Background: an optimization exercise with open tools, aiming at small area and a short achievable clock period. Do not read the settings as production practice. Where RTL was checked, it was by simulation tests only, not by an equivalence proof against the original. For runs 2 and 3, only the layout was checked, not whether the RTL still works. The flow treats the clock pin as an ideal source, which a real chip does not have. Power figures rest on the tool's default switching activity, not on a simulated workload.

$ cat flow/config.mk
export PLATFORM = sky130hd
export DESIGN_NAME = alu_stage
export DESIGN_NICKNAME = alu_stage
export VERILOG_FILES = /design/flow/design.v
export SDC_FILE = /design/flow/constraint.sdc
export NUM_CORES = 4
export LEC_CHECK = 0
export ABC_AREA = 1
export CAP_MARGIN = 20
export CORE_MARGIN = 2
export CORE_UTILIZATION = 40
export SETUP_SLACK_MARGIN = 3.0
export SLEW_MARGIN = 20
export SYNTH_HIERARCHICAL = 1
export TNS_END_PERCENT = 100
$ cat flow/constraint.sdc
create_clock -name core_clock -period 5.0 [get_ports {clk}]
set_input_delay 1.0000 -clock core_clock [delete_from_list [all_inputs] [get_ports {clk}]]
set_output_delay 1.0000 -clock core_clock [all_outputs]
set_load 0.01 [all_outputs]
$ cat flow/design.v
package core_package;
typedef enum logic [3:0] {
    fetch, 
    decode,  
    execute,
    memory,
    WB,
    stall,
    flush
} state;
typedef enum logic [6:0] {
        OPCODE_LOAD     = 7'b00000_11,
        OPCODE_MISC_MEM = 7'b00011_11, 
        OPCODE_OP_IMM   = 7'b00100_11,  
        OPCODE_AUIPC    = 7'b00101_11, 
        OPCODE_STORE    = 7'b01000_11, 
        OPCODE_OP       = 7'b01100_11, 
        OPCODE_LUI      = 7'b01101_11, 
        OPCODE_BRANCH   = 7'b11000_11, 
        OPCODE_JALR     = 7'b11001_11, 
        OPCODE_JAL      = 7'b11011_11, 
        OPCODE_SYSTEM   = 7'b11100_11
    } opcode_e;
typedef enum {
        INSTR_TYPE_R,
        INSTR_TYPE_I,
        INSTR_TYPE_S,
        INSTR_TYPE_B,
        INSTR_TYPE_U,
        INSTR_TYPE_J,
        INSTR_TYPE_SYSTEM,
        INSTR_TYPE_UNKNOWN
} instr_type_e;
typedef enum {
        ALU_ADD,
        ALU_SUB,
        ALU_XOR,
        ALU_OR,
        ALU_AND,
        ALU_SLL,
        ALU_SLT,
        ALU_SLTU,
        ALU_SRA,
        ALU_SRL,
        ALU_JALR,
        ALU_EQ,
        ALU_NE,
        ALU_LT,
        ALU_LTU,
        ALU_GE,
        ALU_GEU
    } alu_op_e;
typedef enum logic[2:0] {
    LB  = 3'b000,
    LH  = 3'b001,
    LW  = 3'b010,
    LBU = 3'b100,
    LHU = 3'b101
} load_funct3_e;
typedef enum logic[2:0] {
    FENCE = 3'b000,
    FENCE_I = 3'b001
} misc_mem_funct3_e;
typedef enum logic[2:0] {
    ADDI = 3'b000,
    SLTI = 3'b010,
    SLTIU = 3'b011,
    XORI = 3'b100,
    ORI = 3'b110,
    ANDI = 3'b111,
    SLLI = 3'b001,
    SR_LA_I = 3'b101
} op_imm_funct3_e;
typedef enum logic[2:0] {
    SB = 3'b000,
    SH = 3'b001,
    SW = 3'b010
} store_funct3_e;
typedef enum logic[2:0] {
    ADD_SUB = 3'b000,
    SLL = 3'b001,
    SLT = 3'b010,
    SLTU = 3'b011,
    XOR = 3'b100,
    SR_LA = 3'b101,
    OR = 3'b110,
    AND = 3'b111
} op_funct3_e;
typedef enum logic[2:0] {
    BEQ = 3'b000,
    BNE = 3'b001,
    BLT = 3'b100,
    BGE = 3'b101,
    BLTU = 3'b110,
    BGEU = 3'b111
} branch_funct3_e;
typedef enum logic[2:0] {
    ECALL_EBREAK = 3'b000,
    CSRRW = 3'b001,
    CSRRS = 3'b010,
    CSRRC = 3'b011,
    CSRRWI = 3'b101,
    CSRRSI = 3'b110,
    CSRRCI = 3'b111
} system_funct3_e;
typedef enum logic [2:0] {
    MUL = 3'b000,
    MULH = 3'b001,
    MULHSU = 3'b010,
    MULHU = 3'b011,
    DIV = 3'b100,
    DIVU = 3'b101,
    REM = 3'b110,
    REMU = 3'b111
} md_funct3_e;
typedef enum logic [1:0]{
    u_mode = 2'b00,
    s_mode = 2'b01,
    h_mode = 2'b10,
    m_mode = 2'b11
} machine_mode_e;
typedef enum logic [11:0] {
    cycle = 12'hC00,
    utime = 12'hC01,
    instret = 12'hC02,
    cycleh = 12'hC80,
    timeh = 12'hC81,
    instreth = 12'hC82,
    sstatus = 12'h100,
    sie = 12'h104,
    stvec = 12'h105,
    scounteren = 12'h106,
    senvcfg = 12'h10A,
    sscratch = 12'h140,
    sepc = 12'h141,
    scause = 12'h142,
    stval = 12'h143,
    sip = 12'h144,
    satp = 12'h180,
    scontext = 12'h5A8,
    mvenderid = 12'hF11,
    marchid = 12'hF12,
    mimpid = 12'hF13,
    mhartid = 12'hF14,
    mconfigptr = 12'hF15,
    mstatus = 12'h300,
    misa = 12'h301,
    medeleg = 12'h302,
    mideleg = 12'h303,
    mie = 12'h304,
    mtvec = 12'h305,
    mcounteren = 12'h306,
    mstatush = 12'h310,
    mscratch = 12'h340,
    mepc = 12'h341,
    mcause = 12'h342,
    mtval = 12'h343,
    mip = 12'h344,
    mtinst = 12'h34A,
    mtval2 = 12'h34B,
    menvcfg = 12'h30A,
    menvcfgh = 12'h31A,
    mseccfg = 12'h747,
    mseccfgh = 12'h757,
    pmpcfg_start = 12'h3A0,
    pmpaddr_start = 12'h3B0,
    mcycle = 12'hB00,
    minstret = 12'hB02,
    mcycleh = 12'hB80,
    minstreth = 12'hB81,
    mcountinhibit = 12'h120,
    tselect = 12'h7A0,
    tdata1 = 12'h7A1,
    tdata2 = 12'h7A2,
    tdata3 = 12'h7A3,
    mcontext = 12'h7A8,
    dcsr = 12'h7B0,
    dpc = 12'h7B1,
    dscratch = 12'h7B2,
    dscratch1 = 12'h7B3,
    SM_RET = 12'b000_00010,
    WFI  = 12'b000_00101
} csr_e;
typedef enum logic [1:0] { 
    off = 2'b00,
    nondirty_claen_someOn = 2'b01,
    nonDirty_someClean = 2'b10,
    come_dirty = 2'b11
} csr_mstatus_XS_e;
typedef enum { 
    SD=31,
    TSR=22,
    TW=21,
    TVM=20,
    MXR=19,      
    SUM=18,
    MPRV=17,     
    MPP1=12,     
    MPP0=11,
    SPP=8,       
    MPIE=7,      
    UBE=6,
    SPIE=5,      
    MIE=3,       
    SIE=1        
} mstatus_field_e;
typedef enum { 
    MBE=5,       
    SBE=4        
 } mstatush_field_e;
typedef enum { 
    MEIP = 11,   
    SEIP = 9,    
    MTIP = 7,    
    STIP = 5,    
    MSIP = 3,    
    SSIP = 1     
} mip_field_e;
typedef enum { 
    MEIE = 11,   
    SEIE = 9,    
    MTIE = 7,    
    STIE = 5,    
    MSIE = 3,    
    SSIE = 1     
} mie_field_e;
typedef enum logic [7:0]{
    s_s_interrupt = 1,
    m_s_interrupt = 3,
    s_t_interrupt = 5,
    m_t_interrupt = 7,
    s_e_interrupt = 9,
    m_e_interrupt = 11
} mcause_interrupt_e;
typedef enum logic [7:0] {
    instruction_address_missaligmened = 0,
    instruction_access_fault = 1,
    illegal_instruction = 2,
    breakpoint = 3,
    load_address_misaligned = 4,
    load_access_fault = 5,
    store_address_misaligned = 6,
    store_access_fault = 7,
    environment_call_from_u_mode = 8,
    environment_call_from_s_mode = 9,
    environment_call_from_m_mode = 11,
    instruction_page_fault = 12,
    load_page_fault = 13,
    store_page_fault = 15
} mcause_nonInterrupt_e;
typedef enum logic [1:0] {
    Direct = 0,
    Vectored = 1
} mtvec_mode_e;
typedef enum {
    CY=0,
    TM=1,
    IR=2,
    HPM3=3
} mcounteren_field_e;
typedef enum {
    A=0,
    I=8,
    S=18,
    U=20
} misa_e;
endpackage
import core_package::*;
module ALU_pre (
    input   logic [4:0]     op_i,
    input   logic [31:0]    a_i,
    input   logic [31:0]    b_i,
    output  logic [31:0]    p_o,
    output  logic [31:0]    g_o,
    output  logic [3:0]     sel_o
);
    logic is_add, is_sub, is_xor, is_or, is_and, is_sll, is_sra, is_srl;
    logic is_jalr, is_eq, is_ne, is_cmp, is_scmp, is_lt, is_shr, is_sh;
    logic neg, arith, kx, kn;
    always_comb begin
        is_add  = op_i == 5'd0;
        is_sub  = op_i == 5'd1;
        is_xor  = op_i == 5'd2;
        is_or   = op_i == 5'd3;
        is_and  = op_i == 5'd4;
        is_sll  = op_i == 5'd5;
        is_sra  = op_i == 5'd8;
        is_srl  = op_i == 5'd9;
        is_jalr = op_i == 5'd10;
        is_eq   = op_i == 5'd11;
        is_ne   = op_i == 5'd12;
        is_cmp  = (op_i == 5'd6) | (op_i == 5'd7) | (op_i == 5'd13) |
                  (op_i == 5'd14) | (op_i == 5'd15) | (op_i == 5'd16);
        is_scmp = (op_i == 5'd6) | (op_i == 5'd13) | (op_i == 5'd15);
        is_lt   = (op_i == 5'd6) | (op_i == 5'd7) | (op_i == 5'd13) | (op_i == 5'd14);
        is_shr  = is_sra | is_srl;
        is_sh   = is_shr | is_sll;
        neg     = is_sub | is_cmp | is_eq | is_ne;
        arith   = is_add | is_jalr | is_sub | is_cmp;
        kx      = arith | is_xor | is_or | is_eq | is_ne;
        kn      = is_or | is_and;
    end
    logic [31:0] x, n, m, a_rev;
    assign x = a_i ^ b_i;
    assign n = a_i & b_i;
    assign m = a_i & ~b_i;
    always_comb for (int i = 0; i < 32; i++) a_rev[i] = a_i[31-i];
    logic big;
    assign big = |b_i[31:5];
    always_comb begin
        p_o = ({32{kx}}     & (x ^ {32{neg}})) |
              ({32{kn}}     & n) |
              ({32{is_shr}} & a_i) |
              ({32{is_sll}} & a_rev);
        for (int i = 0; i < 32; i++)
            g_o[i] = a_i[i] & (b_i[i] ? (is_add | is_jalr) : (is_sub | is_cmp));
        if (is_scmp) g_o[31] = ~a_i[31] & b_i[31];
        if (is_jalr) p_o[0] = 1'b0;
        if (is_sub)  p_o[0] = x[0];
        if (is_cmp)  p_o[0] = is_lt;
        if (is_eq)   p_o[0] = 1'b0;
        if (is_ne)   p_o[0] = 1'b1;
        if (is_sub | is_cmp) g_o[0] = a_i[0] | ~b_i[0];
        if (is_eq | is_ne)   g_o[0] = ~x[0];
        if (is_sh)   g_o[5:0] = {is_sra, b_i[4:0] | {5{big}}};   
        sel_o = {is_sll & ~big, is_sra | (is_srl & ~big), is_cmp | is_eq | is_ne,
                 ~(is_sh | is_cmp | is_eq | is_ne)};
    end
endmodule
module ALU (
    input   logic [31:0]    p_i,
    input   logic [31:0]    g_i,
    input   logic [3:0]     sel_i,
    output  logic [31:0]    result_o
);
    logic [31:0] c;             
    ALU_carry u_carry (
        .p_i (p_i),
        .g_i (g_i),
        .c_o (c)
    );
    logic [31:0] sr;
    ALU_shift u_shift (
        .a_i    (p_i),
        .amt_i  (g_i[4:0]),
        .fill_i (g_i[5] & p_i[31]),
        .r_o    (sr)
    );
    ALU_select u_select (
        .p_i      (p_i),
        .c_i      (c),
        .sr_i     (sr),
        .sel_i    (sel_i),
        .result_o (result_o)
    );
endmodule
module ALU_select (
    input   logic [31:0]    p_i,
    input   logic [31:0]    c_i,
    input   logic [31:0]    sr_i,
    input   logic [3:0]     sel_i,
    output  logic [31:0]    result_o
);
    logic sel_sll, sel_shr, sel_cmp, sel_add;
    assign {sel_sll, sel_shr, sel_cmp, sel_add} = sel_i;
    logic [31:0] other, r0, r1;
    always_comb begin
        for (int i = 0; i < 32; i++)
            other[i] = (sel_shr & sr_i[i]) | (sel_sll & sr_i[31-i]);
        r0 = other | ({32{sel_add}} & p_i);
        r1 = other | ({32{sel_add}} & ~p_i);
        r0[0] = other[0] | ((sel_add | sel_cmp) & p_i[0]);
        r1[0] = other[0] | (sel_add & p_i[0]) | (sel_cmp & ~p_i[0]);
        for (int i = 0; i < 32; i++) result_o[i] = c_i[i] ? r1[i] : r0[i];
    end
endmodule
module ALU_carry (
    input   logic [31:0]    p_i,
    input   logic [31:0]    g_i,
    output  logic [31:0]    c_o
);
    logic [31:0] gl [0:6];
    logic [31:0] pl [0:6];
    always_comb begin
        gl[0] = g_i;
        pl[0] = {p_i[31:1], 1'b0};
        for (int i = 0; i < 32; i++) begin
            if (i & 1) begin
                gl[1][i] = gl[0][i] | (pl[0][i] & gl[0][i-1]);
                pl[1][i] = pl[0][i] & pl[0][i-1];
            end else begin
                gl[1][i] = gl[0][i];
                pl[1][i] = pl[0][i];
            end
        end
        for (int l = 1; l < 5; l++) begin
            for (int i = 0; i < 32; i++) begin
                if ((i & 1) && i >= (1 << l) + 1) begin
                    gl[l+1][i] = gl[l][i] | (pl[l][i] & gl[l][i - (1 << l)]);
                    pl[l+1][i] = pl[l][i] & pl[l][i - (1 << l)];
                end else begin
                    gl[l+1][i] = gl[l][i];
                    pl[l+1][i] = pl[l][i];
                end
            end
        end
        for (int i = 0; i < 32; i++) begin
            if (!(i & 1) && i > 0) begin
                gl[6][i] = gl[5][i] | (pl[5][i] & gl[5][i-1]);
                pl[6][i] = pl[5][i] & pl[5][i-1];
            end else begin
                gl[6][i] = gl[5][i];
                pl[6][i] = pl[5][i];
            end
        end
        c_o = {gl[6][30:0], gl[6][31]};
    end
endmodule
module ALU_shift (
    input   logic [31:0]    a_i,
    input   logic [4:0]     amt_i,
    input   logic           fill_i,
    output  logic [31:0]    r_o
);
    assign r_o = 32'($signed({fill_i, a_i}) >>> amt_i);
endmodule
module alu_stage (
    input   logic           clk,
    input   logic [4:0]     op,
    input   logic [31:0]    a,
    input   logic [31:0]    b,
    output  logic [31:0]    y
);
    logic [31:0] p_d, g_d, p_q, g_q;
    logic [3:0]  sel_d, sel_q;
    logic [31:0] result;
    ALU_pre u_pre (
        .op_i  (op),
        .a_i   (a),
        .b_i   (b),
        .p_o   (p_d),
        .g_o   (g_d),
        .sel_o (sel_d)
    );
    always_ff @(posedge clk) begin
        p_q   <= p_d;
        g_q   <= g_d;
        sel_q <= sel_d;
        y     <= result;
    end
    ALU u_alu (
        .p_i      (p_q),
        .g_i      (g_q),
        .sel_i    (sel_q),
        .result_o (result)
    );
endmodule
$ cat flow/flow/run.sh
#!/bin/bash
# Standard layout, with plain buffers (instead of the delay cells that
# buffer_ports picks by default) on the input and output ports.
set -euo pipefail
bash standard.sh BUFFER_PORTS_ARGS="-buffer_cell sky130_fd_sc_hd__buf_1" finish > standard_make.log 2>&1
$ cat flow/standard.sh
#!/bin/bash
# synth_recipe.tcl (not shown) runs the flow's synth.tcl, then flattens the netlist and writes it again
# the make line also repeats each setting of config.mk as NAME=value (left out here)
make -C /OpenROAD-flow-scripts/flow DESIGN_CONFIG=/design/flow/config.mk WORK_HOME=/design/flow/orfs CLKGATE_MAP_FILE= SYNTH_SCRIPT=/design/flow/synth_recipe.tcl "${@:-finish}"
==> run notes, run 1 <==
- The met1 usage is 0.328.
- The critical path runs through a total of 12 cells.
- Setup repair after global routing could not meet its margin everywhere.
- The wire length of the first global-routing pass is 45500 um.
- The time the final worst path needs with I/O delays and setup is 1980 ps.
- Traced cell by cell, the critical path runs through clkbuf_4 > nand2_2 > inv_2 > nand2_1 > o21ai_1 > nand2_2 > nand2_4 > nor2_4 > buf_12 > nand2_8 > nand2_1 > nand3_1.
- The critical path contains buffers and inverters numbering 3 combined.
- The final setup violation count is 0.
- The detail-routed via count per cell is 5.19.
- The synthesized area is 0.00875 mm^2.
- Dividing the final minimum period by the clock period gives 0.397.
- The clock tree from TritonCTS is built.
- Hold timing on the final database bottoms out at a slack of 561 ps.
- The number of nets at the end of the flow is 1716.
- Wires add up to 30100 um.
- For the pin with the worst max-slew slack, the measured transition is 1120 ps.
- The detail route stage leaves a number of antenna-violating nets equal to 0.
- The count of clock tree sinks is 100.
- In the synthesized netlist, the number of instances is 1516.
- At the end of the flow the core is filled with cells to 0.470.
- The total global routing track utilization is 0.244.
- The placeable core area is 0.0216 mm^2.
- The worst-case vdd ir drop is 157 uV.
- The Yosys step of the flow raised 12 warnings.
- The worst setup timing slack at the placement stage is 2340 ps.
- met2 is the most crowded layer.
- Of all nets on the critical path, the largest fanout is 8.
- The flow ran to the end and the layout has no timing, DRC or antenna violations.
- The count of distinct cell types in the synthesized netlist is 36.
- The layout overhead on the synthesized area is 16.2%.
- The leakage power total is 5.63 nW.
- The gate family responsible for the most delay along the worst path is simple AND/OR/NAND/NOR gates.
- The power density over cell area is 269 mW/mm^2.
- Clock skew on the completed layout was measured at 9.76 ps.
- Across the run, the number of max-cap violations was 0.
- The worst relative slew slack is 0.253.
- The worst setup path is launched from a primary input.
- The share of post-route cells with drive strength above 1 is 0.134.
- The clock tree buffer depth is 2.
- The min-delay analysis places its worst path in the category flip-flop to flip-flop.
- The met2 track demand over resource is 0.400.
- The first TritonRoute pass finished after 6 iterations.
- The final-report max-slew violation count was 0.
- The instance area after placement is 0.00912 mm^2.
- The floorplan die area is 0.0231 mm^2.
- After legalization and detailed placement, the total HPWL measured 21500 um.
- The cell count of the worst hold path is 2.
- The initial utilization of the core area, before any placement, comes to 0.405.
- The synthesized netlist net count is 1620.
- The initial antenna violation count came to 0.
- The die is 152 um wide.
- The worst endpoint required time is 5240 ps.
- The placed cell count is 1846.
- During placement, the flow inserted port buffers numbering 101.
- The total number of H-tree levels is 3.
- The register clock-pin slew on the reported worst setup and hold paths is 80 ps.
- The number of buffers created by CTS is 9.
- The DRC violations left is 0.
- The floorplan has 54 rows.
- Clock tree synthesis selected as its root buffer the cell clkbuf_16.
- Clock latency on the worst-skew pair, taken at its later pin, is 360 ps.
- The number of DRC markers in iteration 0 is 908.
- The aggregate global routing overflow is 0.
- For this block, the via count after detailed routing is 9851.
- The final critical-path setup slack is 3020 ps.
- The cell type of the slowest stage on the worst timing path is nor2_4.
- The count of non-filler cells in the finished layout is 1897.
- After detailed routing, the average wire length per cell comes to 15.9 um.
- The repair_antennas step left the layout with diodes totalling 0.
- Synthesis inferred 100 register bits.
- Data arrives at the worst endpoint at 2220 ps.
- The setup path with the least slack is of type primary input to flip-flop.
- Measured along the y axis, the die boundary spans 152 um.
- After routing, the total negative slack on setup checks comes to 0 ps.
- The number of cells on the worst reg-to-reg path is 11.
- Averaged over all synthesized cells, the footprint is 5.77 um^2.
- The total power draw is 2.73 mW.
- Buffers inserted to repair hold after CTS numbered 0.
- The routing usage on met3 is 0.0299.
- The via count of the first global-routing pass is 8725.
- The hold violation total from the final report came to 0.
- The share of the Yosys chip area taken by registers is 0.229.
- The sort of element at the end of the critical path is a flip-flop.
- Entering global routing, the biggest net connects 35 pins.
- The placer's final routability congestion estimate is 0.953.
- The largest single stage delay on the critical path is 180 ps.
- The summed area of non-filler cells in the final layout is 0.0102 mm^2.
- 102 I/O pins were placed.
- Derived from the worst setup path, the maximum achievable clock frequency is 504 MHz.
-- synthesized netlist by cell type, drive strengths merged --
cell type | n | area share
dfxtp | 100 | 0.23
inv | 227 | 0.098
nor3 | 5 | 0.0040
a21o | 8 | 0.0073
o21ai | 9 | 0.0056
nor2 | 49 | 0.024
and2 | 1 | 0.0010
ha | 34 | 0.049
o211ai | 1 | 0.00086
buf | 57 | 0.048
nand4 | 11 | 0.0079
clkinv | 1 | 0.00043
o21bai | 6 | 0.0051
o22ai | 31 | 0.022
a21oi | 41 | 0.026
nand2 | 601 | 0.27
nand3 | 299 | 0.18
or2 | 31 | 0.022
clkbuf | 4 | 0.0017
-- registers in the layout, indices dropped and copies added, names as in the netlist --
signal / cells
p_q: 32
sel_q: 4
g_q: 32
y: 32
-- worst reg2reg max path, cell delays in order, from the launching register on --
cell,delay [ps]
dfxtp_2,380
a21oi_1,240
nor2_1,90
nor2_2,170
nand2_1,80
a21oi_1,170
nand2_2,140
nand2_1,80
nand2_1,60
or2_2,260
nand3_1,90
nand2_1,60
-- layout by cell type (no fill, tap or decap), drive strengths merged, types with 9 or more instances in the layout --
cell type,instances
nand2,604
nand3,299
inv,225
buf,131
dfxtp,100
nor2,50
a21oi,41
ha,34
or2,31
o22ai,31
clkbuf,17
nand4,11
o21ai,9
-- worst paths after layout --
check                              from  endpoint  slack, ps
worst min-delay path             p_q[0]      y[0]        560
worst max-delay path              op[3]   p_q[27]       3020
worst max register to register  p_q[25]     y[29]       3070
worst min register to register   p_q[0]      y[0]        560
-- modules after synthesis (local to each module, per instance) --
module / cells / area, um^2 / flops+latches
ALU_shift: 396 / 1890 / 0
ALU_carry: 232 / 1040 / 0
ALU_pre: 516 / 2630 / 0
ALU_select: 270 / 1180 / 0
ALU: 2 / 7.51 / 0
alu_stage: 100 / 2000 / 100
-- area by class of cell --
type                       count  area, um^2
clock buffer                   9         225
clock inverter                 7        77.6
fill                        2338       11500
inverter                     228         915
multi-input combinational   1131        5660
sequential                   100        2030
tap                          280         350
timing repair buffer         139         891
timing repair inverter         3        22.5
-- routing by layer --
layer  part of all wire  vias up
met2               0.46      388
met5                  0        -
met4              0.035        0
met3              0.062       64
met1               0.44     4417
li1                   -     4982
-- kinds of logic after synthesis --
| family | Yosys count | share of synthesized area |
|---|---|---|
| and+or+nand+nor | 997 | 0.507 |
| buffers and inverters | 289 | 0.149 |
| DFF | 100 | 0.229 |
| AOI/OAI and AO/OA | 96 | 0.0666 |
| adders and majority gates | 34 | 0.0486 |
-- power by group --
group,internal (mW),total [mW],leakage [nW],switching [mW]
combinational,0.356,1.00,4.65,0.646
clock,0.355,0.720,0.144,0.365
sequential,0.901,1.01,0.835,0.111
total,1.61,2.73,5.63,1.12
-- repair_timing --
action / 4_1_cts / 5_1_grt
gates cloned: 3 / 8
resized for setup: 27 / 69
setup buffers: 8 / 16
endpoints found under the setup margin: 96 / 94
pin swaps: 4 / 11
==> run 2, diff against run 1 <==
--- a/flow/design.v
+++ b/flow/design.v
@@ -300,29 +300,34 @@
         kx      = arith | is_xor | is_or | is_eq | is_ne;
         kn      = is_or | is_and;
     end
-    logic [31:0] x, n, m, a_rev;
-    assign x = a_i ^ b_i;
-    assign n = a_i & b_i;
-    assign m = a_i & ~b_i;
+    logic t00, t01, t10, t11, g0s, g1s;
+    always_comb begin
+        t00 = neg;                                    
+        t01 = (kx & ~neg);                            
+        t10 = (kx & ~neg) | is_shr;                   
+        t11 = neg | kn | is_shr;                      
+        g1s = is_add | is_jalr;                       
+        g0s = is_sub | is_cmp;                        
+    end
+    logic [31:0] a_rev;
     always_comb for (int i = 0; i < 32; i++) a_rev[i] = a_i[31-i];
     logic big;
     assign big = |b_i[31:5];
     always_comb begin
-        p_o = ({32{kx}}     & (x ^ {32{neg}})) |
-              ({32{kn}}     & n) |
-              ({32{is_shr}} & a_i) |
-              ({32{is_sll}} & a_rev);
-        for (int i = 0; i < 32; i++)
-            g_o[i] = a_i[i] & (b_i[i] ? (is_add | is_jalr) : (is_sub | is_cmp));
+        for (int i = 0; i < 32; i++) begin
+            p_o[i] = (b_i[i] ? (a_i[i] ? t11 : t01) : (a_i[i] ? t10 : t00)) |
+                     (is_sll & a_rev[i]);
+            g_o[i] = a_i[i] & (b_i[i] ? g1s : g0s);
+        end
         if (is_scmp) g_o[31] = ~a_i[31] & b_i[31];
         if (is_jalr) p_o[0] = 1'b0;
-        if (is_sub)  p_o[0] = x[0];
+        if (is_sub)  p_o[0] = a_i[0] ^ b_i[0];
         if (is_cmp)  p_o[0] = is_lt;
         if (is_eq)   p_o[0] = 1'b0;
         if (is_ne)   p_o[0] = 1'b1;
         if (is_sub | is_cmp) g_o[0] = a_i[0] | ~b_i[0];
-        if (is_eq | is_ne)   g_o[0] = ~x[0];
-        if (is_sh)   g_o[5:0] = {is_sra, b_i[4:0] | {5{big}}};   
+        if (is_eq | is_ne)   g_o[0] = a_i[0] ~^ b_i[0];
+        if (is_sh)   g_o = {26'b0, is_sra, b_i[4:0] | {5{big}}};
         sel_o = {is_sll & ~big, is_sra | (is_srl & ~big), is_cmp | is_eq | is_ne,
                  ~(is_sh | is_cmp | is_eq | is_ne)};
     end
==> flow/flow/run.sh (replaced) <==
#!/bin/bash
# Standard layout, with plain buffers (instead of the delay cells that
# buffer_ports picks by default) on the input and output ports.
set -euo pipefail
bash standard.sh BUFFER_PORTS_ARGS="-buffer_cell sky130_fd_sc_hd__buf_2" finish > standard_make.log 2>&1
==> run 2 against run 1 <==
  * Sequential power hardly changed
  * Power is 6.7% higher
  * Critical path depth is 2 lower
  * Worst hold slack worse by 54 ps
  * Largest cell class unchanged
==> run notes, run 2 <==
- The max-capacitance violation count came to 0 (unchanged).
- The category of the most critical setup path is primary input to flip-flop (unchanged).
- The top flip-flop cell by instance count after synthesis is dfxtp_1 (unchanged).
- The most frequent standard cell in the layout excluding fill and tap cells is nand2_1 (unchanged).
- Biggest area contributors in the synthesized netlist: dfxtp_1 24%, nand2_1 22%, nand3_1 14% (was nand2_1 24%, dfxtp_1 23%, nand3_1 16%).
- The final critical-path setup slack is 2830 ps (was 3020 ps).
- The critical path data arrival time was 2380 ps (was 2220 ps).
- The share of post-route cells with drive strength above 1 was 0.245 (was 0.134).
- The wire length of the first global-routing pass is 46300 um (was 45500 um).
- The DRC violations left came to 0 (unchanged).
- The clock latency of the later-clocked register in the worst-skew pair came to 360 ps (about the same).
- The power density over cell area came to 279 mW/mm^2 (was 269 mW/mm^2).
- The y dimension of the die is 148 um (was 152 um).
- The delay of the slowest cell on the worst path came to 290 ps (was 180 ps).
- The detail-routed via count per cell is 5.36 (was 5.19).
- The cell with the most instances after synthesis is nand2_1 (unchanged).
- The worst-case vdd ir drop was 140 uV (was 157 uV).
- The aggregate global routing overflow came to 0 (unchanged).
- The maximum number of pins on one net before global-route repair came to 35 (unchanged).
- The final worst-path cycle share was 0.434 (was 0.397).
- The sum of negative setup slack was 0 ps (unchanged).
- The placer's final routability congestion estimate came to 0.947 (was 0.953).
- The maximum fanout along the worst path is 7 (was 8).
- The initial cell density of the core is 0.409 (was 0.405).
- The number of buffers created by CTS is 9 (unchanged).
- The number of cells produced by synthesis is 1445 (was 1516).
- The register clock-pin slew on the reported worst setup and hold paths is 60 ps (was 80 ps).
- The placeable core area was 0.0204 mm^2 (was 0.0216 mm^2).
- The remaining antenna violation count is 0 (unchanged).
- Largest regs: g_q x32, p_q x32, y x32 (unchanged).
- The final worst clock skew is 15.0 ps (was 9.76 ps).
- The final setup violation count is 0 (unchanged).
- The total global routing track utilization was 0.268 (was 0.244).
- The cell type contributing the most total cell area after synthesis is dfxtp_1 (was nand2_1).
- The design internal power is 1.76 mW (was 1.61 mW).
- The number of search-and-repair iterations in the first detailed-routing pass is 6 (unchanged).
- The leakage power total was 5.55 nW (was 5.63 nW).
- The synthesized netlist net count is 1516 (was 1620).
- The time the final worst path needs with I/O delays and setup was 2170 ps (was 1980 ps).
- The average footprint of a synthesized cell was 5.76 um^2 (was 5.77 um^2).
- The worst endpoint required time is 5210 ps (was 5240 ps).
- The floorplan die area is 0.0220 mm^2 (was 0.0231 mm^2).
- The number of buffers inserted for hold repair after clock tree synthesis is 0 (unchanged).
- The cell type of the slowest stage on the worst timing path is nor3_4 (was nor2_4).
- The final-report max-slew violation count came to 0 (unchanged).
- The diode insertion count for antenna repair is 0 (unchanged).
- The layout overhead on the synthesized area is 25.6% (was 16.2%).
- The final wirelength is 30800 um (was 30100 um).
- The cell that appears most often on the critical path is nor2_4.
- The synthesized area is 0.00833 mm^2 (was 0.00875 mm^2).
- The kind of start point of the critical path is a primary input (unchanged).
- The initial antenna violation count is 0 (unchanged).
- The fraction of synthesis flops using an asynchronous set or reset pin is 0 (unchanged).
- The portion of total power attributed to combinational logic is 0.393 (was 0.367).
- The sequential power share came to 0.341 (was 0.370).
- The number of nets at the end of the flow is 1644 (was 1716).
- Setup repair after global routing missed its margin: true (unchanged).
- The utilization after layout was 0.514 (was 0.470).
- The switching share of power is 0.396 (was 0.410).
- The number of buffers added on ports is 101 (unchanged).
- The hold violation total from the final report is 0 (unchanged).
- The number of DRC markers in iteration 0 is 905 (was 908).
- Synth top cells by count: 498 x nand2_1, 225 x nand3_1, 188 x inv_1 (was 566 x nand2_1, 284 x nand3_1, 216 x inv_1).
- The worst setup timing slack at the placement stage came to 1240 ps (was 2340 ps).
- The worst hold-check path type is flip-flop to flip-flop (unchanged).
- The portion of synthesized cell area occupied by the leading cell type is 0.240 (was 0.243).
- The number of flops mapped to enable cells by yosys came to 0 (unchanged).
- The I/O pin total is 102 (unchanged).
- The transition time of the tightest slew-check pin is 602 ps (was 1120 ps).
- The worst relative slew slack came to 0.598 (was 0.253).
- The switching power total is 1.16 mW (was 1.12 mW).
- The via count of the first global-routing pass is 8534 (was 8725).
- Run status: finished clean (unchanged).
- The clock root buffer is clkbuf_16 (unchanged).
- The clock tree buffer depth is 2 (unchanged).
- The clock network power share is 0.266 (was 0.263).
- The via count of the routed design came to 9897 (was 9851).
- The maximum clock rate is 461 MHz (was 504 MHz).
- Most frequent cells in the layout: 481 x nand2_1, 218 x nand3_1, 174 x inv_1 (was 557 x nand2_1, 278 x nand3_1, 210 x inv_1).
- The count of distinct cell types in the synthesized netlist is 44 (was 36).
- The total number of H-tree levels came to 3 (unchanged).
- The clock tree from TritonCTS is built (unchanged).
- The overall die width is 148 um (was 152 um).
- The final-layout worst hold slack is 507 ps (was 561 ps).
- The count of clock tree sinks was 100 (unchanged).
- The mean routed wirelength per cell is 16.7 um (was 15.9 um).
- The number of standard-cell rows in the floorplan came to 52 (was 54).
- The total power draw is 2.92 mW (was 2.73 mW).
- The detailed-placement wirelength estimate is 20800 um (was 21500 um).
- The number of warning messages in the yosys log is 12 (unchanged).
- The sort of element at the end of the critical path is a flip-flop (unchanged).
- The number of storage elements in the synthesis netlist was 100 (unchanged).
- The register area share after synthesis is 0.240 (was 0.229).
- Worst path cell trace: buf_6 > nor2_4 > nand2_4 > nor2_4 > nor3_4 > nand3_4 > inv_4 > a21oi_2 > o21ai_1 > o221ai_1 (was clkbuf_4 > nand2_2 > inv_2 > nand2_1 > o21ai_1 > nand2_2 > nand2_4 > nor2_4 > buf_12 > nand2_8 > nand2_1 > nand3_1).
## run 2: changes by cell type in the layout (fill, tap and decap cells not counted), moves of 7 or more
cell / delta
o22ai_1: -26
a21oi_1: +15
buf_2: +95
nand2_1: -76
nand3_1: -60
o211ai_1: +29
buf_6: +7
inv_1: -36
o21ai_1: +38
buf_4: +23
ha_1: -33
a21oi_2: +14
buf_1: -96
o21ai_0: +25
## run 2: critical path, delay by kind of cell
kind | cells | cell delay, ps
buffers and inverters | 2 | 320
AND/OR/NAND/NOR | 5 | 780
AO/OA/AOI/OAI | 3 | 290
## run 2: power by group through the flow
stage	clock network, mW	registers [mW]	logic [mW]
after floorplan	0	1.00	0.671
after global placement	0	1.01	0.951
after detailed placement	0	1.01	0.955
after CTS	0.785	0.992	1.04
after global routing	0.823	1.01	1.26
final	0.775	0.996	1.15
## run 2: repair_timing
action | 4_1_cts | 5_1_grt
endpoints found under the setup margin | 92 | 99
cloned | 9 | 7
setup buffers | 34 | 20
pin swaps | 23 | 33
resized for setup | 84 | 102
## run 2: worst paths after layout
path	startpoint	to	slack, ps	cells past startpoint
setup / recovery	op[4]	p_q[23]	2830	10
hold / removal	p_q[0]	y[0]	510	2
setup reg to reg	g_q[1]	y[29]	3110	14
hold reg to reg	p_q[0]	y[0]	510	2
## run 2: cell type report
cell class | instances | area, um^2
fillers | 2085 | 9900
flip-flops and latches | 100 | 2020
multi-input cells | 1087 | 5670
inverters | 203 | 831
clock buffers | 9 | 225
repair buffers | 164 | 1220
clock inverters | 6 | 97.6
well taps | 270 | 338
repair inverters | 8 | 56.3
## run 2: logic make-up (layout without fill, tap and decap cells)
| group | after synthesis | after routing | share of synthesized area |
|---|---|---|---|
| simple gates | 876 | 881 | 0.471 |
| buf+inv | 263 | 390 | 0.142 |
| compound gates | 205 | 205 | 0.145 |
| flops | 100 | 100 | 0.240 |
| fa+ha+maj | 1 | 1 | 0.00150 |
## run 2: Yosys stat by module, one instance, submodules excluded
module      cells  cell area [um^2]
ALU_pre       445              2210
alu_stage     100              2000
ALU_shift     396              1890
ALU_select    270              1180
ALU_carry     232              1040
ALU             2              7.51
## run 2: metrics by stage
stage	area, um^2	std cells
final	10500	1847
after global routing	10500	1847
after CTS	9820	1820
after detailed placement	8850	1762
after global placement	8850	1762
after floorplan	8410	1445
## run 2: metal layers
metal  GRT usage  up-vias  routed length (um)
met2       0.422      534               13900
met1       0.368     4338               12800
met5           0        -                   0
li1            -     4928                   -
met4       0.120        0                1490
met3      0.0337       97                2580
==> run 3, diff against run 2 <==
--- a/flow/design.v
+++ b/flow/design.v
@@ -327,7 +327,7 @@
         if (is_ne)   p_o[0] = 1'b1;
         if (is_sub | is_cmp) g_o[0] = a_i[0] | ~b_i[0];
         if (is_eq | is_ne)   g_o[0] = a_i[0] ~^ b_i[0];
-        if (is_sh)   g_o = {26'b0, is_sra, b_i[4:0] | {5{big}}};
+        if (is_sh)   g_o[5:0] = {is_sra, b_i[4:0] | {5{big}}};   
         sel_o = {is_sll & ~big, is_sra | (is_srl & ~big), is_cmp | is_eq | is_ne,
                  ~(is_sh | is_cmp | is_eq | is_ne)};
     end
==> run 3 against run 2 <==
  * Still clean
  * Area after synthesis decreased by 1.1%
  * Worst hold slack got worse by 5.0 ps
  * Utilization increased by 2.2 points
  * Fmax decreased by 4.5%
  * First-iteration DRC count increased by 11%
  * Routed wire length increased by 6.8%
  * Count of clock-buffer cells in the layout unchanged
  * Setup slack got worse by 100 ps
  * Die area decreased by 1.1%
  * Critical path type unchanged
==> run notes, run 3 <==
- Run status: finished clean (unchanged).
- The final setup violation count is 0 (unchanged).
- The cell count of the worst hold path came to 2 (unchanged).
- The number of search-and-repair iterations in the first detailed-routing pass is 6 (unchanged).
- The diode insertion count for antenna repair is 0 (unchanged).
- The number of storage elements in the synthesis netlist is 100 (unchanged).
- The sequential power share was 0.347 (was 0.341).
- The number of standard-cell rows in the floorplan is 52 (unchanged).
- The mean routed wirelength per cell is 17.6 um (was 16.7 um).
- The final worst-path cycle share came to 0.454 (was 0.434).
- The worst relative slew slack came to 0.570 (was 0.598).
- The final wirelength was 32900 um (was 30800 um).
- The clock network power share came to 0.250 (was 0.266).
- The design internal power is 1.73 mW (was 1.76 mW).
- The detail-routed via count per cell came to 5.52 (was 5.36).
- The worst-case vdd ir drop is 164 uV (was 140 uV).
- The fraction of synthesis flops using an asynchronous set or reset pin is 0 (unchanged).
- The y dimension of the die is 147 um (was 148 um).
- The total global routing track utilization is 0.275 (was 0.268).
- The share of post-route cells with drive strength above 1 is 0.284 (was 0.245).
- The placer's final routability congestion estimate came to 0.948 (was 0.947).
- The delay of the slowest cell on the worst path is 200 ps (was 290 ps).
- The final-layout worst hold slack is 502 ps (was 507 ps).
- Biggest area contributors in the synthesized netlist: dfxtp_1 24%, nand2_1 24%, nand3_1 14% (was dfxtp_1 24%, nand2_1 22%, nand3_1 14%).
- The number of buffers added on ports was 101 (unchanged).
- The initial antenna violation count is 0 (unchanged).
- The worst endpoint required time is 5240 ps (was 5210 ps).
- The cell with the most instances on the worst path is buf_12 (was nor2_4).
- The overall die width is 147 um (was 148 um).
- The synthesized area came to 0.00824 mm^2 (was 0.00833 mm^2).
- The switching share of power came to 0.407 (was 0.396).
- The maximum clock rate is 440 MHz (was 461 MHz).
- The leakage power total was 5.61 nW (was 5.55 nW).
- The hold violation total from the final report came to 0 (unchanged).
- The cell with the most instances after synthesis is nand2_1 (unchanged).
- The I/O pin total is 102 (unchanged).
- The worst flop-to-flop path startpoint is g_q[1] (unchanged).
- The number of cells on the critical path is 13 (was 10).
- The via count of the routed design is 10300 (was 9897).
- The count of non-filler cells in the finished layout came to 1865 (was 1847).
- The utilization after layout was 0.535 (was 0.514).
- The transition time of the tightest slew-check pin is 644 ps (was 602 ps).
- The average footprint of a synthesized cell came to 5.66 um^2 (was 5.76 um^2).
- The layout overhead on the synthesized area is 31.5% (was 25.6%).
- The reg-to-reg setup timing slack was 3060 ps (was 3110 ps).
- The number of buffer and inverter instances along the worst setup path was 4 (was 2).
- The via count of the first global-routing pass is 8944 (was 8534).
- The placed cell count is 1773 (was 1762).
- Setup repair after global routing missed its margin: true (unchanged).
- The wire length of the first global-routing pass is 47100 um (was 46300 um).
- The DRC violations left was 0 (unchanged).
- The top flip-flop cell by instance count after synthesis is dfxtp_1 (unchanged).
- The portion of total power attributed to combinational logic is 0.403 (was 0.393).
- The origin of the worst min-delay path is p_q[0] (unchanged).
- The number of DRC markers in iteration 0 is 1008 (was 905).
- The number of flops mapped to enable cells by yosys came to 0 (unchanged).
- The detailed-placement wirelength estimate came to 20600 um (was 20800 um).
- The clock tree from TritonCTS is built (unchanged).
- The sum of negative setup slack was 0 ps (unchanged).
- The count of distinct cell types in the synthesized netlist is 37 (was 44).
- The clock root buffer is clkbuf_16 (unchanged).
- The total number of H-tree levels was 3 (unchanged).
- The power density over cell area is 269 mW/mm^2 (was 279 mW/mm^2).
- The clock latency of the later-clocked register in the worst-skew pair is 350 ps (was 360 ps).
- The destination of the worst register-to-register timing path is y[24] (was y[29]).
- The maximum number of pins on one net before global-route repair is 35 (unchanged).
- The max-capacitance violation count is 0 (unchanged).
- The hold path endpoint is y[0] (unchanged).
- The switching power total is 1.19 mW (was 1.16 mW).
- The cell type contributing the most total cell area after synthesis is dfxtp_1 (unchanged).
- The sort of element at the end of the critical path is a flip-flop (unchanged).
- The depth of the worst register-to-register path is 13 (was 14).
- The clock tree buffer depth came to 2 (unchanged).
- Most frequent cells in the layout: 464 x nand2_1, 219 x nand3_1, 165 x inv_1 (was 481 x nand2_1, 218 x nand3_1, 174 x inv_1).
- The final-report max-slew violation count came to 0 (unchanged).
- The register area share after synthesis is 0.243 (was 0.240).
- The synthesized netlist net count came to 1527 (was 1516).
- The remaining antenna violation count is 0 (unchanged).
- The number of warning messages in the yosys log is 12 (unchanged).
- The initial cell density of the core is 0.407 (was 0.409).
- The cell type of the slowest stage on the worst timing path is nor2_4 (was nor3_4).
- The worst hold-check path type is flip-flop to flip-flop (unchanged).
- The time the final worst path needs with I/O delays and setup was 2270 ps (was 2170 ps).
- The number of nets at the end of the flow is 1662 (was 1644).
- The kind of start point of the critical path is a primary input (unchanged).
- The floorplan die area is 0.0218 mm^2 (was 0.0220 mm^2).
- The number of cells produced by synthesis is 1456 (was 1445).
- The number of buffers created by CTS came to 9 (unchanged).
- The count of clock tree sinks is 100 (unchanged).
- The critical path data arrival time is 2510 ps (was 2380 ps).
- The maximum fanout along the worst path is 7 (unchanged).
- The gate family responsible for the most delay along the worst path is simple AND/OR/NAND/NOR gates (unchanged).
- Synth top cells by count: 524 x nand2_1, 226 x nand3_1, 179 x inv_1 (was 498 x nand2_1, 225 x nand3_1, 188 x inv_1).
- The category of the most critical setup path is primary input to flip-flop (unchanged).
- The most frequent standard cell in the layout excluding fill and tap cells is nand2_1 (unchanged).
- The placeable core area is 0.0202 mm^2 (was 0.0204 mm^2).
- The final worst clock skew is 11.1 ps (was 15.0 ps).
- Worst path cell trace: buf_12 > nor2_4 > nand4_1 > nand2_2 > buf_12 > nor2_4 > buf_12 > nand2_8 > clkbuf_16 > nand2_2 > o21ai_1 > o21ai_1 > nand2_1 (was buf_6 > nor2_4 > nand2_4 > nor2_4 > nor3_4 > nand3_4 > inv_4 > a21oi_2 > o21ai_1 > o221ai_1).
- The register clock-pin slew on the reported worst setup and hold paths was 70 ps (was 60 ps).
- Largest regs: g_q x32, p_q x32, y x32 (unchanged).
- The portion of synthesized cell area occupied by the leading cell type is 0.243 (was 0.240).
- The aggregate global routing overflow is 0 (unchanged).
run 3: logic make-up after synthesis:
group,Yosys count,share of synthesized area
AND/OR/NAND/NOR,903,0.483
buffers and inverters,251,0.134
AO/OA/AOI/OAI,201,0.138
flip-flops,100,0.243
adder cells (fa/ha/maj),1,0.00152
run 3: how the worst max path moves through the flow:
stage / startpoint / endpoint / slack, ps
floorplan: op[0] / p_q[13] / 2900
global placement: op[0] / p_q[24] / 1680
detailed placement: op[0] / p_q[8] / 1620
CTS: op[2] / p_q[19] / 2920
global route: op[2] / p_q[1] / 2690
finish: op[2] / p_q[29] / 2730
run 3: layer usage:
| layer | routed length, um | track usage |
|---|---|---|
| met1 | 13200 | 0.355 |
| met2 | 15300 | 0.464 |
| met3 | 2590 | 0.0321 |
| met4 | 1800 | 0.120 |
| met5 | 0 | 0 |
run 3: per-stage QoR:
step | setup WS, ps | area [um^2] | total power, mW
5_1_grt | 2690 | 10800 | 3.07
3_5_place_dp | 1620 | 8840 | 1.97
4_1_cts | 2920 | 10000 | 2.79
3_3_place_gp | 1680 | 8840 | 1.96
2_1_floorplan | 2900 | 8350 | 1.66
6_report | 2730 | 10800 | 2.92
run 3: Yosys stat by module, one instance, submodules excluded:
module,area [um^2],flops+latches,cells
ALU_pre,2120,0,456
ALU,7.51,0,2
alu_stage,2000,100,100
ALU_shift,1890,0,396
ALU_carry,1040,0,232
ALU_select,1180,0,270
run 3: cell type report:
| class | count | area (um^2) |
|---|---|---|
| clock buffer | 9 | 225 |
| clock inverter | 6 | 71.3 |
| fill | 2007 | 9400 |
| inverter | 190 | 777 |
| multi-input combinational | 1108 | 5790 |
| sequential | 100 | 2030 |
| tap | 270 | 338 |
| timing repair buffer | 177 | 1560 |
| timing repair inverter | 5 | 41.3 |
run 3: power groups by stage:
| stage | combinational [mW] | sequential [mW] | clock (mW) |
|---|---|---|---|
| after floorplan | 0.659 | 1.00 | 0 |
| after global placement | 0.935 | 1.03 | 0 |
| after detailed placement | 0.939 | 1.03 | 0 |
| after CTS | 1.03 | 1.01 | 0.745 |
| after global routing | 1.28 | 1.02 | 0.769 |
| final | 1.18 | 1.01 | 0.729 |
run 3: repair_timing:
action / in CTS / in global routing
hold buffers: 0 / 0
endpoints found under the setup margin: 99 / 97
cloned: 12 / 5
resized for setup: 116 / 165
pin swaps: 27 / 60
setup buffers: 38 / 22
run 3: worst register-to-register path, stage by stage, from the launching register on:
cell and delay (ps):
dfxtp_4 360, buf_12 150, inv_1 100, nand2_4 90, nand2_2 70, nand2_2 70, nand2_1 70, nand2_2 90
nand3_1 100, nand3_2 110, buf_4 160, or2_2 260, nand3_1 110, nand2_1 90
==> run 4, diff against run 3 <==
--- a/flow/design.v
+++ b/flow/design.v
@@ -300,33 +300,28 @@
         kx      = arith | is_xor | is_or | is_eq | is_ne;
         kn      = is_or | is_and;
     end
-    logic t00, t01, t10, t11, g0s, g1s;
-    always_comb begin
-        t00 = neg;                                    
-        t01 = (kx & ~neg);                            
-        t10 = (kx & ~neg) | is_shr;                   
-        t11 = neg | kn | is_shr;                      
-        g1s = is_add | is_jalr;                       
-        g0s = is_sub | is_cmp;                        
-    end
-    logic [31:0] a_rev;
+    logic [31:0] x, n, m, a_rev;
+    assign x = a_i ^ b_i;
+    assign n = a_i & b_i;
+    assign m = a_i & ~b_i;
     always_comb for (int i = 0; i < 32; i++) a_rev[i] = a_i[31-i];
     logic big;
     assign big = |b_i[31:5];
     always_comb begin
-        for (int i = 0; i < 32; i++) begin
-            p_o[i] = (b_i[i] ? (a_i[i] ? t11 : t01) : (a_i[i] ? t10 : t00)) |
-                     (is_sll & a_rev[i]);
-            g_o[i] = a_i[i] & (b_i[i] ? g1s : g0s);
-        end
+        p_o = ({32{kx}}     & (x ^ {32{neg}})) |
+              ({32{kn}}     & n) |
+              ({32{is_shr}} & a_i) |
+              ({32{is_sll}} & a_rev);
+        for (int i = 0; i < 32; i++)
+            g_o[i] = a_i[i] & (b_i[i] ? (is_add | is_jalr) : (is_sub | is_cmp));
         if (is_scmp) g_o[31] = ~a_i[31] & b_i[31];
         if (is_jalr) p_o[0] = 1'b0;
-        if (is_sub)  p_o[0] = a_i[0] ^ b_i[0];
+        if (is_sub)  p_o[0] = x[0];
         if (is_cmp)  p_o[0] = is_lt;
         if (is_eq)   p_o[0] = 1'b0;
         if (is_ne)   p_o[0] = 1'b1;
         if (is_sub | is_cmp) g_o[0] = a_i[0] | ~b_i[0];
-        if (is_eq | is_ne)   g_o[0] = a_i[0] ~^ b_i[0];
+        if (is_eq | is_ne)   g_o[0] = ~x[0];
         if (is_sh)   g_o[5:0] = {is_sra, b_i[4:0] | {5{big}}};   
         sel_o = {is_sll & ~big, is_sra | (is_srl & ~big), is_cmp | is_eq | is_ne,
                  ~(is_sh | is_cmp | is_eq | is_ne)};
==> flow/flow/run.sh (replaced) <==
#!/bin/bash
# Standard layout, with plain buffers (instead of the delay cells that
# buffer_ports picks by default) on the input and output ports, and an area
# recovery pass after clock tree synthesis: non-critical cells are downsized,
# then timing is repaired again to the same setup margin.
set -euo pipefail
bash standard.sh BUFFER_PORTS_ARGS="-buffer_cell sky130_fd_sc_hd__buf_2" \
  POST_CTS_TCL="$PWD/flow/post_cts.tcl" finish > standard_make.log 2>&1
==> flow/flow/post_cts.tcl (new file) <==
# Area recovery after clock tree synthesis: downsize cells off the critical
# paths, then repair setup timing to the flow's setup margin again.
repair_timing -recover_power 100
repair_timing -setup -setup_margin $::env(SETUP_SLACK_MARGIN) -repair_tns 100
detailed_placement
check_placement -verbose
==> run 4 against run 3 <==
  * Still clean on timing, DRC and antenna
  * Fmax increased by 14%
  * Final cell count grew 2.6%
  * Sequential power about the same
  * Final area down 3.8%
  * Count of clock-buffer cells in the layout up 1
  * Sequential share of layout area up 0.68 points
  * Setup slack gained 270 ps
  * Area after synthesis rose by 6.2%
  * Routed wire length is 5.5% lower
  * Clock power increased by 6.4%
  * Critical path type unchanged
  * Largest cell class unchanged
  * Largest power group unchanged
==> run notes, run 4 <==
- The clock tree from TritonCTS is built (unchanged).
- The diode insertion count for antenna repair came to 0 (unchanged).
- The mean routed wirelength per cell is 16.2 um (was 17.6 um).
- The final-report max-slew violation count was 0 (unchanged).
- The fraction of synthesis flops using an asynchronous set or reset pin is 0 (unchanged).
- The detail-routed via count per cell is 5.20 (was 5.52).
- The share of synthesized cell area in and, or, nand and nor gates is 0.507 (was 0.483).
- The hold violation total from the final report is 0 (unchanged).
- The y dimension of the die is 152 um (was 147 um).
- The count of clock tree sinks is 100 (unchanged).
- The adder and majority gate portion of the synthesized area is 0.0486 (was 0.00152).
- The clock latency of the later-clocked register in the worst-skew pair was 370 ps (was 350 ps).
- The share of post-route cells with drive strength above 1 was 0.192 (was 0.284).
- The wire length of the first global-routing pass is 47600 um (was 47100 um).
- The sort of element at the end of the critical path is a flip-flop (unchanged).
- The number of warning messages in the yosys log is 12 (unchanged).
- The number of search-and-repair iterations in the first detailed-routing pass is 5 (was 6).
- The maximum clock rate was 500 MHz (was 440 MHz).
- The via count of the routed design is 9946 (was 10300).
- The floorplan die area was 0.0231 mm^2 (was 0.0218 mm^2).
- Most frequent cells in the layout: 553 x nand2_1, 268 x nand3_1, 210 x inv_1 (was 464 x nand2_1, 219 x nand3_1, 165 x inv_1).
- The share of the synthesized area in compound gates (AO/OA/AOI/OAI) is 0.0666 (was 0.138).
- The total power draw is 2.82 mW (was 2.92 mW).
- The depth of the worst register-to-register path came to 11 (was 13).
- The detailed-placement wirelength estimate is 21500 um (was 20600 um).
- The overall die width was 152 um (was 147 um).
- The worst hold-check path type was flip-flop to flip-flop (unchanged).
- Synth top cells by count: 566 x nand2_1, 284 x nand3_1, 216 x inv_1 (was 524 x nand2_1, 226 x nand3_1, 179 x inv_1).
- The synthesized netlist net count is 1620 (was 1527).
- The total of fill cells in the finished design is 2349 (was 2007).
- The worst relative slew slack is 0.592 (was 0.570).
- The combinational family with the most area after synthesis was simple AND/OR/NAND/NOR gates (unchanged).
- The remaining antenna violation count came to 0 (unchanged).
- The number of nets at the end of the flow was 1733 (was 1662).
- The aggregate global routing overflow is 0 (unchanged).
- The number of cells produced by synthesis is 1516 (was 1456).
- The time the final worst path needs with I/O delays and setup is 2000 ps (was 2270 ps).
- The cell with the most instances after synthesis is nand2_1 (unchanged).
- The placer's final routability congestion estimate is 0.916 (was 0.948).
- The max-capacitance violation count was 0 (unchanged).
- The kind of start point of the critical path was a primary input (unchanged).
- The register clock-pin slew on the reported worst setup and hold paths is 80 ps (was 70 ps).
- The leakage power total is 5.86 nW (was 5.61 nW).
- The number of flops mapped to enable cells by yosys was 0 (unchanged).
- The total global routing track utilization was 0.256 (was 0.275).
- The number of standard-cell rows in the floorplan is 54 (was 52).
- The transition time of the tightest slew-check pin is 611 ps (was 644 ps).
- The top flip-flop cell by instance count after synthesis is dfxtp_1 (unchanged).
- The final-layout worst hold slack is 553 ps (was 502 ps).
- The portion of synthesized cell area occupied by the leading cell type is 0.243 (about the same).
- The initial antenna violation count is 0 (unchanged).
- The I/O pin total is 102 (unchanged).
- The final worst-path cycle share is 0.400 (was 0.454).
- The power density over cell area is 270 mW/mm^2 (was 269 mW/mm^2).
- The number of DRC markers in iteration 0 came to 1013 (was 1008).
- The DRC violations left is 0 (unchanged).
- The maximum number of pins on one net before global-route repair is 34 (was 35).
- The maximum fanout along the worst path was 5 (was 7).
- The worst endpoint required time is 5320 ps (was 5240 ps).
- The share of the synthesized netlist area taken by xor and xnor gates came to 0 (unchanged).
- The number of storage elements in the synthesis netlist was 100 (unchanged).
- The cell type contributing the most total cell area after synthesis is nand2_1 (was dfxtp_1).
- The count of distinct cell types in the synthesized netlist was 36 (was 37).
- The final wirelength was 31100 um (was 32900 um).
- The utilization after layout is 0.482 (was 0.535).
- The sum of negative setup slack is 0 ps (unchanged).
- The synthesized area is 0.00875 mm^2 (was 0.00824 mm^2).
- The register area share after synthesis is 0.229 (was 0.243).
- The initial cell density of the core was 0.405 (was 0.407).
- The cell count of the worst hold path is 4 (was 2).
- The final worst clock skew is 11.7 ps (was 11.1 ps).
- The area of all sequential standard cells is 0.00203 mm^2 (about the same).
- Biggest area contributors in the synthesized netlist: nand2_1 24%, dfxtp_1 23%, nand3_1 16% (was dfxtp_1 24%, nand2_1 24%, nand3_1 14%).
- The footprint of the multi-input gates came to 0.00572 mm^2 (was 0.00579 mm^2).
- The worst-case vdd ir drop was 147 uV (was 164 uV).
- Largest regs: g_q x32, p_q x32, y x32 (unchanged).
- The layout overhead on the synthesized area is 19.1% (was 31.5%).
- The average footprint of a synthesized cell is 5.77 um^2 (was 5.66 um^2).
- The via count of the first global-routing pass is 8946 (was 8944).
- The critical path data arrival time was 2320 ps (was 2510 ps).
- The placeable core area is 0.0216 mm^2 (was 0.0202 mm^2).
- The number of buffers added on ports came to 101 (unchanged).
- The multiplexer area fraction after synthesis came to 0 (unchanged).
- Setup repair after global routing missed its margin: true (unchanged).
- The most frequent standard cell in the layout excluding fill and tap cells is nand2_1 (unchanged).
- Run status: finished clean (unchanged).
- The final setup violation count is 0 (unchanged).
- The category of the most critical setup path is primary input to flip-flop (unchanged).
==> run 4: cell types whose count changed after synthesis, sizes merged, moves of 28 or more <==
cell,delta
o22ai,+28
nand2,+52
nand3,+58
ha,+33
o21ai,-83
inv,+38
==> run 4: cells by family after synthesis <==
kind of cell	count (synthesis)
buffers and inverters	289
AOI/OAI and AO/OA	96
adders and majority gates	34
and+or+nand+nor	997
DFF	100
==> run 4: path summary, 6_finish.rpt <==
kind / endpoint / start / slack (ps)
worst min register to register: y[0] / sel_q[1] / 550
worst max-delay path: g_q[27] / op[2] / 3000
worst max register to register: y[0] / g_q[1] / 3060
worst min-delay path: y[0] / sel_q[1] / 550
==> run 4: area by class of cell <==
| type | instances | share of cell area |
|---|---|---|
| Tap cell | 280 | 0.0336 |
| Multi-Input combinational cell | 1131 | 0.549 |
| Timing Repair Buffer | 154 | 0.104 |
| Clock inverter | 6 | 0.00744 |
| Inverter | 228 | 0.0845 |
| Timing Repair inverter | 5 | 0.00360 |
| Sequential cell | 100 | 0.195 |
| Clock buffer | 10 | 0.0229 |
==> run 4: through the flow <==
| step | cells | instance area, um^2 | setup WS, ps |
|---|---|---|---|
| after global routing | 1914 | 10400 | 2980 |
| final | 1914 | 10400 | 3000 |
| after detailed placement | 1845 | 9240 | 2370 |
| after floorplan | 1516 | 8750 | 3030 |
| after global placement | 1845 | 9240 | 2370 |
==> run 4: routing by layer <==
metal | up-vias | GRT usage | wire [um]
met5 | - | 0 | 0
li1 | 5010 | - | -
met1 | 4471 | 0.344 | 13400
met4 | 0 | 0.0943 | 1270
met3 | 76 | 0.0299 | 2070
met2 | 389 | 0.422 | 14400
==> run 4: power breakdown <==
| group | internal, mW | leakage, nW | total (mW) | switching (mW) |
|---|---|---|---|---|
| combinational | 0.370 | 4.87 | 1.03 | 0.659 |
| sequential | 0.902 | 0.836 | 1.01 | 0.112 |
| clock | 0.413 | 0.153 | 0.776 | 0.363 |
| total | 1.68 | 5.86 | 2.82 | 1.13 |
==> run 4: Yosys stat by module (local to each module, per instance) <==
module      times used  area (um^2)
ALU_shift            1         1890
ALU_select           1         1180
ALU_pre              1         2630
alu_stage            1         2000
ALU                  1         7.51
ALU_carry            1         1040
==> run 4: worst max-delay path, stage by stage <==
cell	delay (ps)
buf_12	110
nor2_4	140
nand4_1	170
nand2_2	180
clkinvlp_4	210
buf_6	180
nand2_2	40
nand2_1	60
o21bai_4	170
inv_1	60
==> run 5, diff against run 4 <==
--- a/flow/design.v
+++ b/flow/design.v
@@ -379,41 +379,23 @@
     input   logic [31:0]    g_i,
     output  logic [31:0]    c_o
 );
-    logic [31:0] gl [0:6];
-    logic [31:0] pl [0:6];
+    logic [31:0] gl [0:5];
+    logic [31:0] pl [0:5];
     always_comb begin
         gl[0] = g_i;
         pl[0] = {p_i[31:1], 1'b0};
-        for (int i = 0; i < 32; i++) begin
-            if (i & 1) begin
-                gl[1][i] = gl[0][i] | (pl[0][i] & gl[0][i-1]);
-                pl[1][i] = pl[0][i] & pl[0][i-1];
-            end else begin
-                gl[1][i] = gl[0][i];
-                pl[1][i] = pl[0][i];
-            end
-        end
-        for (int l = 1; l < 5; l++) begin
+        for (int l = 0; l < 5; l++) begin
             for (int i = 0; i < 32; i++) begin
-                if ((i & 1) && i >= (1 << l) + 1) begin
-                    gl[l+1][i] = gl[l][i] | (pl[l][i] & gl[l][i - (1 << l)]);
-                    pl[l+1][i] = pl[l][i] & pl[l][i - (1 << l)];
+                if ((i >> l) & 1) begin
+                    gl[l+1][i] = gl[l][i] | (pl[l][i] & gl[l][((i >> l) << l) - 1]);
+                    pl[l+1][i] = pl[l][i] & pl[l][((i >> l) << l) - 1];
                 end else begin
                     gl[l+1][i] = gl[l][i];
                     pl[l+1][i] = pl[l][i];
                 end
             end
         end
-        for (int i = 0; i < 32; i++) begin
-            if (!(i & 1) && i > 0) begin
-                gl[6][i] = gl[5][i] | (pl[5][i] & gl[5][i-1]);
-                pl[6][i] = pl[5][i] & pl[5][i-1];
-            end else begin
-                gl[6][i] = gl[5][i];
-                pl[6][i] = pl[5][i];
-            end
-        end
-        c_o = {gl[6][30:0], gl[6][31]};
+        c_o = {gl[5][30:0], gl[5][31]};
     end
 endmodule
 module ALU_shift (
==> flow/flow/run.sh (replaced) <==
#!/bin/bash
# Standard layout, with plain buffers (instead of the delay cells that
# buffer_ports picks by default) on the input and output ports.
set -euo pipefail
bash standard.sh BUFFER_PORTS_ARGS="-buffer_cell sky130_fd_sc_hd__buf_2" finish > standard_make.log 2>&1
removed: flow/flow/post_cts.tcl
==> run 5 against run 4 <==
  * Still clean
  * Synthesized cell count shrank 1.4%
  * Combinational power shrank 3%
  * Die area shrank 1.2%
  * Largest power group is now registers
==> run notes, run 5 <==
- Most frequent cells in the layout: 551 x nand2_1, 277 x nand3_1, 198 x inv_1 (was 553 x nand2_1, 268 x nand3_1, 210 x inv_1).
- The clock root buffer is clkbuf_16.
- The sum of negative setup slack is 0 ps (unchanged).
- The layout overhead on the synthesized area came to 16.9% (was 19.1%).
- The number of search-and-repair iterations in the first detailed-routing pass was 6 (was 5).
- The clock tree buffer depth is 2.
- The worst hold-check path type is flip-flop to flip-flop (unchanged).
- Worst path cell trace: clkbuf_4 > nand2_4 > inv_1 > nand3_1 > and2_4 > nand2_8 > nor2_4 > buf_4 > nand2_8 > nand2_1 > nand3_1 (was buf_12 > nor2_4 > nand4_1 > nand2_2 > clkinvlp_4 > buf_6 > nand2_2 > nand2_1 > o21bai_4 > inv_1).
- The portion of synthesized cell area occupied by the leading cell type is 0.242 (was 0.243).
- The delay of the slowest cell on the worst path is 200 ps (was 210 ps).
- The final setup violation count was 0 (unchanged).
- The count of non-filler cells in the finished layout was 1868 (was 1914).
- The fraction of synthesis flops using an asynchronous set or reset pin is 0 (unchanged).
- The number of buffer and inverter instances along the worst setup path came to 3 (was 4).
- The clock tree from TritonCTS is built (unchanged).
- The gate family responsible for the most delay along the worst path is simple AND/OR/NAND/NOR gates (unchanged).
- The cell with the most instances after synthesis is nand2_1 (unchanged).
- The worst setup timing slack at the placement stage was 2430 ps (was 2370 ps).
- The number of DRC markers in iteration 0 is 910 (was 1013).
- The utilization after layout was 0.479 (was 0.482).
- The overall die width was 151 um (was 152 um).
- The number of cells produced by synthesis is 1495 (was 1516).
- The number of standard-cell rows in the floorplan is 53 (was 54).
- The placed cell count came to 1817 (was 1845).
- The final worst clock skew is 8.10 ps (was 11.7 ps).
- The final critical-path setup slack is 2970 ps (was 3000 ps).
- The placeable core area came to 0.0211 mm^2 (was 0.0216 mm^2).
- The count of distinct cell types in the synthesized netlist is 35 (was 36).
- The floorplan die area is 0.0228 mm^2 (was 0.0231 mm^2).
- The register area share after synthesis is 0.232 (was 0.229).
- The final-report max-slew violation count was 0 (unchanged).
- The category of the most critical setup path is primary input to flip-flop (unchanged).
- The count of clock tree sinks came to 100 (unchanged).
- The max-capacitance violation count is 0 (unchanged).
- The synthesized area was 0.00865 mm^2 (was 0.00875 mm^2).
- The remaining antenna violation count is 0 (unchanged).
- The leakage power total came to 5.78 nW (was 5.86 nW).
- The via count of the first global-routing pass was 8345 (was 8946).
- The hold violation total from the final report is 0 (unchanged).
- The number of warning messages in the yosys log came to 12 (unchanged).
- The maximum clock rate is 492 MHz (was 500 MHz).
- The maximum number of pins on one net before global-route repair is 39 (was 34).
- The total global routing track utilization is 0.247 (was 0.256).
- Biggest area contributors in the synthesized netlist: nand2_1 24%, dfxtp_1 23%, nand3_1 17% (was nand2_1 24%, dfxtp_1 23%, nand3_1 16%).
- The most frequent standard cell in the layout excluding fill and tap cells is nand2_1 (unchanged).
- The clock latency of the later-clocked register in the worst-skew pair came to 370 ps (about the same).
- The cell type of the slowest stage on the worst timing path is nor2_4 (was clkinvlp_4).
- The top flip-flop cell by instance count after synthesis is dfxtp_1 (unchanged).
- The final wirelength was 28700 um (was 31100 um).
- The detailed-placement wirelength estimate is 20200 um (was 21500 um).
- The total power draw is 2.78 mW (was 2.82 mW).
- The worst endpoint required time is 5230 ps (was 5320 ps).
- The worst-case vdd ir drop is 140 uV (was 147 uV).
- The register clock-pin slew on the reported worst setup and hold paths is 70 ps (was 80 ps).
- The wire length of the first global-routing pass is 43600 um (was 47600 um).
- The number of flops mapped to enable cells by yosys was 0 (unchanged).
- The diode insertion count for antenna repair is 0 (unchanged).
- The power density over cell area is 275 mW/mm^2 (was 270 mW/mm^2).
- The y dimension of the die is 151 um (was 152 um).
- The sort of element at the end of the critical path is a flip-flop (unchanged).
- The detail-routed via count per cell is 5.15 (was 5.20).
- The initial antenna violation count came to 0 (unchanged).
- The transition time of the tightest slew-check pin came to 1010 ps (was 611 ps).
- The DRC violations left is 0 (unchanged).
- The number of nets at the end of the flow is 1692 (was 1733).
- The placer's final routability congestion estimate is 0.895 (was 0.916).
- The I/O pin total is 102 (unchanged).
- The average footprint of a synthesized cell is 5.78 um^2 (was 5.77 um^2).
- In this run, post-CTS hold repair placed 0 buffers.
- The initial cell density of the core is 0.410 (was 0.405).
- Largest regs: g_q x32, p_q x32, y x32 (unchanged).
- The worst relative slew slack is 0.328 (was 0.592).
- Setup repair after global routing missed its margin: true (unchanged).
- Synth top cells by count: 558 x nand2_1, 288 x nand3_1, 203 x inv_1 (was 566 x nand2_1, 284 x nand3_1, 216 x inv_1).
- The via count of the routed design was 9618 (was 9946).
- The cell type contributing the most total cell area after synthesis is nand2_1 (unchanged).
- The share of post-route cells with drive strength above 1 is 0.180 (was 0.192).
- The final worst-path cycle share came to 0.407 (was 0.400).
- The kind of start point of the critical path is a primary input (unchanged).
- The mean routed wirelength per cell is 15.4 um (was 16.2 um).
- The synthesized netlist net count is 1599 (was 1620).
- The time the final worst path needs with I/O delays and setup was 2030 ps (was 2000 ps).
- Run status: finished clean (unchanged).
- The number of buffers created by CTS is 9.
- The maximum fanout along the worst path is 8 (was 5).
- The total number of H-tree levels is 3.
- The critical path data arrival time came to 2270 ps (was 2320 ps).
- The number of storage elements in the synthesis netlist is 100 (unchanged).
- The aggregate global routing overflow is 0 (unchanged).
- The number of buffers added on ports is 101 (unchanged).
run 5: cell count changes in the layout (fill, tap and decap cells not counted), moves of 9 or more:
cell and delta:
buf_2 +34, nand3_1 +9, nand2_2 -14, buf_4 -9
dfxtp_1 +10, a21oi_1 +17, clkbuf_1 -32, nand3_2 -14
dfxtp_2 -10, inv_1 -12
run 5: cell families (layout without fill, tap and decap cells):
logic type,after synthesis,in the layout,share of synthesized area
adder cells (fa/ha/maj),34,34,0.0492
AO/OA/AOI/OAI,111,111,0.0747
buffers and inverters,274,367,0.145
flip-flops,100,100,0.232
AND/OR/NAND/NOR,976,981,0.499
run 5: worst min-delay path, cell delays in order (launching register included):
cell and delay (ps):
dfxtp_1 360, nand2_1 80, nand2_1 40
run 5: cell type report:
type	instances	area [um^2]
timing repair inverter	3	22.5
multi-input combinational	1126	5720
timing repair buffer	136	868
inverter	212	831
sequential	100	2020
clock inverter	6	78.8
fill	2299	11000
tap	275	344
clock buffer	10	229
run 5: metrics by stage:
step	hold WS, ps	instance area, um^2
6_report	526	10100
5_1_grt	558	10100
4_1_cts	515	9600
3_5_place_dp	509	9110
3_3_place_gp	516	9110
2_1_floorplan	442	8650
run 5: path summary, 6_finish.rpt:
| check | start | end | slack [ps] | cells after the start |
|---|---|---|---|---|
| worst max-delay path | op[1] | p_q[28] | 2970 | 11 |
| worst min-delay path | p_q[0] | y[0] | 530 | 2 |
| worst max register to register | g_q[0] | y[16] | 3110 | 13 |
| worst min register to register | p_q[0] | y[0] | 530 | 2 |
run 5: layer usage:
layer | global-route usage | share of wire
met1 | 0.353 | 0.46
met2 | 0.383 | 0.45
met3 | 0.0235 | 0.060
met4 | 0.0935 | 0.030
met5 | 0 | 0
run 5: modules after synthesis, one instance, submodules excluded:
module / flip-flops and latches / cells inside / area, um^2
ALU: 0 / 2 / 7.51
ALU_carry: 0 / 211 / 936
ALU_pre: 0 / 516 / 2630
ALU_select: 0 / 270 / 1180
ALU_shift: 0 / 396 / 1890
alu_stage: 100 / 100 / 2000
run 5: power by group:
| group | leakage, nW | internal (mW) | switching, mW |
|---|---|---|---|
| Combinational | 4.80 | 0.366 | 0.629 |
| Clock | 0.151 | 0.400 | 0.366 |
| Sequential | 0.833 | 0.899 | 0.115 |
run 5: repair_timing:
action,4_1_cts,5_1_grt
endpoints found under the hold margin,0,0
gates cloned,4,5
pin swaps,0,10
endpoints found under the setup margin,90,90
gates resized for setup,28,62
setup buffers,5,21

Re-timed with assumed drivers on the ports (clkbuf_16 on the clock, buf_2 on other inputs), run 5 has 2.993 ns of setup slack against 2.967 ns with ideal ports, and 2.584 ns once port delays also move by the mid clock arrival of 0.408 ns.
